From an optimization exercise on the open Yosys and OpenROAD flow, aimed at small area and a short achievable clock period; shortcuts taken in it are not production practice.
The RTL was checked by simulation tests, not by an equivalence proof against the original design.
Power is estimated from default activity; no workload was simulated.

## timer_top
module timer_top(
input        sys_clk    ,
input        sys_rst_n  ,
input        tim_psel   ,
input        tim_pwrite ,
input        tim_penable,
input [11:0] tim_paddr  ,
input [31:0] tim_pwdata ,
input [3:0]  tim_pstrb  ,
input        dbg_mode   ,
output       tim_int    ,
output [31:0] tim_prdata,
output       tim_pready ,
output       tim_pslverr
);
Size: about 920 cells after synthesis, ~89 I/O pins, roughly 8900 µm² of cells after synthesis.
clock: 5.0 ns
lec_check: 0
cap_margin: 20
core_margin: 2
core_utilization: 40
setup_slack_margin: 2.4
slew_margin: 20
tns_end_percent: 10
standard.sh (not shown) runs the stock make flow with config.mk's settings and CLKGATE_MAP_FILE= SYNTH_SCRIPT=/design/flow/synth_recipe.tcl, a recipe that flattens the netlist after the stock synthesis.
==> flow/flow/run.sh <==
#!/bin/bash
# The standard layout (standard.sh), with these changes:
# - buffer_ports gives each port a sky130_fd_sc_hd__buf_1 (repair_timing
#   resizes it where timing needs more) instead of the delay cell it picks
#   by itself;
# - the clock tree is built from clkbuf_8 without dummy loads;
# - the slow wide OR/NOR/AND cells (or3*, or4*, nor3*, nor4*, and4*, nand4b*)
#   and nor2b*, a2bb2o*, o2bb2a*, a21bo*, o21ba*, a222oi_1, a2111oi*,
#   o2111ai* are added to the platform's don't-use list, so that synthesis
#   and repair build faster logic from smaller gates. The registers are the
#   same as in the standard synthesis.
set -euo pipefail
cd "$(dirname "$0")/.."
LIB="$FLOW_HOME/platforms/sky130hd/lib/sky130_fd_sc_hd__tt_025C_1v80.lib"
PLATFORM_DONT_USE=$(sed -n '/DONT_USE_CELLS/,/^#/p' "$FLOW_HOME/platforms/sky130hd/config.mk" | grep -o 'sky130_fd_sc_hd__[a-z0-9_]*' | tr '\n' ' ')
EXTRA_DONT_USE=$(grep -o 'cell ("sky130_fd_sc_hd__\(or4\|nor4\|or3\|nor3\|and4\|nand4b\|nor2b\|a2bb2o\|o2bb2a\|a21bo\|o21ba\|a222oi\|a2111oi\|o2111ai\)[a-z0-9_]*' "$LIB" | sed 's/cell ("//' | tr '\n' ' ')
export DONT_USE_CELLS="$PLATFORM_DONT_USE $EXTRA_DONT_USE"
export BUFFER_PORTS_ARGS="-buffer_cell sky130_fd_sc_hd__buf_1"
export CTS_ARGS="-sink_clustering_enable -repair_clock_nets -buf_list sky130_fd_sc_hd__clkbuf_8 -dont_use_dummy_load"
echo "DONT_USE_CELLS=$DONT_USE_CELLS" > dont_use.log
bash standard.sh "DONT_USE_CELLS=$DONT_USE_CELLS" "BUFFER_PORTS_ARGS=$BUFFER_PORTS_ARGS" "CTS_ARGS=$CTS_ARGS" finish > make_finish.log 2>&1
Rerun with:
==> flow/flow/run.sh (replaced) <==
#!/bin/bash
# The standard layout, except that buffer_ports gives each port a
# sky130_fd_sc_hd__buf_1 (repair_timing resizes it where timing needs more)
# instead of the delay cell it picks by itself, and the clock tree is built
# from clkbuf_8 without dummy loads.
set -euo pipefail
cd "$(dirname "$0")/.."
export BUFFER_PORTS_ARGS="-buffer_cell sky130_fd_sc_hd__buf_1"
export CTS_ARGS="-sink_clustering_enable -repair_clock_nets -buf_list sky130_fd_sc_hd__clkbuf_8 -dont_use_dummy_load"
bash standard.sh "BUFFER_PORTS_ARGS=$BUFFER_PORTS_ARGS" "CTS_ARGS=$CTS_ARGS" finish > make_finish.log 2>&1
- SETUP_SLACK_MARGIN: 2.4 -> 2.8
- TNS_END_PERCENT: 10 -> default
Effect:
- critical path depth rose by 1
- design area rose by 18%
- clock-buffer cell count is unchanged
- fmax rose by 2.9%
- sequential share of layout area fell by 6.0 points
Rerun with:
- SETUP_SLACK_MARGIN: 2.8 -> 2.4
What happened: Non-clock buffer count falls by 43; die area stays the same; first-iteration DRC count went down by about 4%; clock power came out higher by about 0.8%; routed wire length went down by 8.3%; via count falls by about 5.6%; clock skew went up by 0.0049 ns; area after synthesis is unchanged; design area shrinks by about 13%.
Rerun with:
==> flow/flow/run.sh (replaced) <==
#!/bin/bash
# The standard layout (standard.sh), with these changes:
# - buffer_ports gives each port a sky130_fd_sc_hd__buf_1 (repair_timing
#   resizes it where timing needs more) instead of the delay cell it picks
#   by itself;
# - the clock tree is built from clkbuf_8 without dummy loads;
# - the slow wide OR/NOR/AND cells (or3*, or4*, nor3*, nor4*, and4*, nand4b*)
#   and nor2b*, a2bb2o*, o2bb2a*, a21bo*, o21ba*, a222oi_1, a2111oi*,
#   o2111ai* are added to the platform's don't-use list, so that synthesis
#   and repair build faster logic from smaller gates. The registers are the
#   same as in the standard synthesis.
set -euo pipefail
cd "$(dirname "$0")/.."
LIB="$FLOW_HOME/platforms/sky130hd/lib/sky130_fd_sc_hd__tt_025C_1v80.lib"
PLATFORM_DONT_USE=$(sed -n '/DONT_USE_CELLS/,/^#/p' "$FLOW_HOME/platforms/sky130hd/config.mk" | grep -o 'sky130_fd_sc_hd__[a-z0-9_]*' | tr '\n' ' ')
EXTRA_DONT_USE=$(grep -o 'cell ("sky130_fd_sc_hd__\(or4\|nor4\|or3\|nor3\|and4\|nand4b\|nor2b\|a2bb2o\|o2bb2a\|a21bo\|o21ba\|a222oi\|a2111oi\|o2111ai\)[a-z0-9_]*' "$LIB" | sed 's/cell ("//' | tr '\n' ' ')
export DONT_USE_CELLS="$PLATFORM_DONT_USE $EXTRA_DONT_USE"
export BUFFER_PORTS_ARGS="-buffer_cell sky130_fd_sc_hd__buf_1"
export CTS_ARGS="-sink_clustering_enable -repair_clock_nets -buf_list sky130_fd_sc_hd__clkbuf_8 -dont_use_dummy_load"
echo "DONT_USE_CELLS=$DONT_USE_CELLS" > dont_use.log
bash standard.sh "DONT_USE_CELLS=$DONT_USE_CELLS" "BUFFER_PORTS_ARGS=$BUFFER_PORTS_ARGS" "CTS_ARGS=$CTS_ARGS" finish > make_finish.log 2>&1
What happened: Count of clock-buffer cells in the layout is unchanged; worst setup slack improves by 0.040 ns; die area barely changes; core utilization fell by 0.88 points; routed wire length decreases by about 4%.

[what the ideal ports hide]
Ports are ideal in the flow. The routed layouts listed here were re-timed in OpenROAD.
Step 1, drivers: a clkbuf_16 drives sys_clk and a buf_2 each remaining input, both assumed.
Step 2 times the ports against the registers' clock, not the clock port: input delays grow and output delays shrink by t, the midpoint of the rising clock arrivals with the driver on.
Slacks: ideal / step 1 / step 2; pairs: ideal / step 1.
run | shift t [ns] | setup slack, ns | worst data-port slew with drivers (ns) | cell pins on the clock port's net
the first run | 0.495 | 2.389 / 2.348 / 1.960 | 0.07 | 1
the second run | 0.497 | 2.462 / 2.420 / 2.199 | 0.07 | 1
the third run | 0.492 | 2.449 / 2.405 / 2.009 | 0.09 | 1
the fourth run | 0.492 | 2.489 / 2.447 / 2.055 | 0.06 | 1
After both steps setup and hold are still met in every run listed. The setup slack of the third run, which loses most, moves by -0.044 ns with the drivers and by -0.440 ns with both steps.
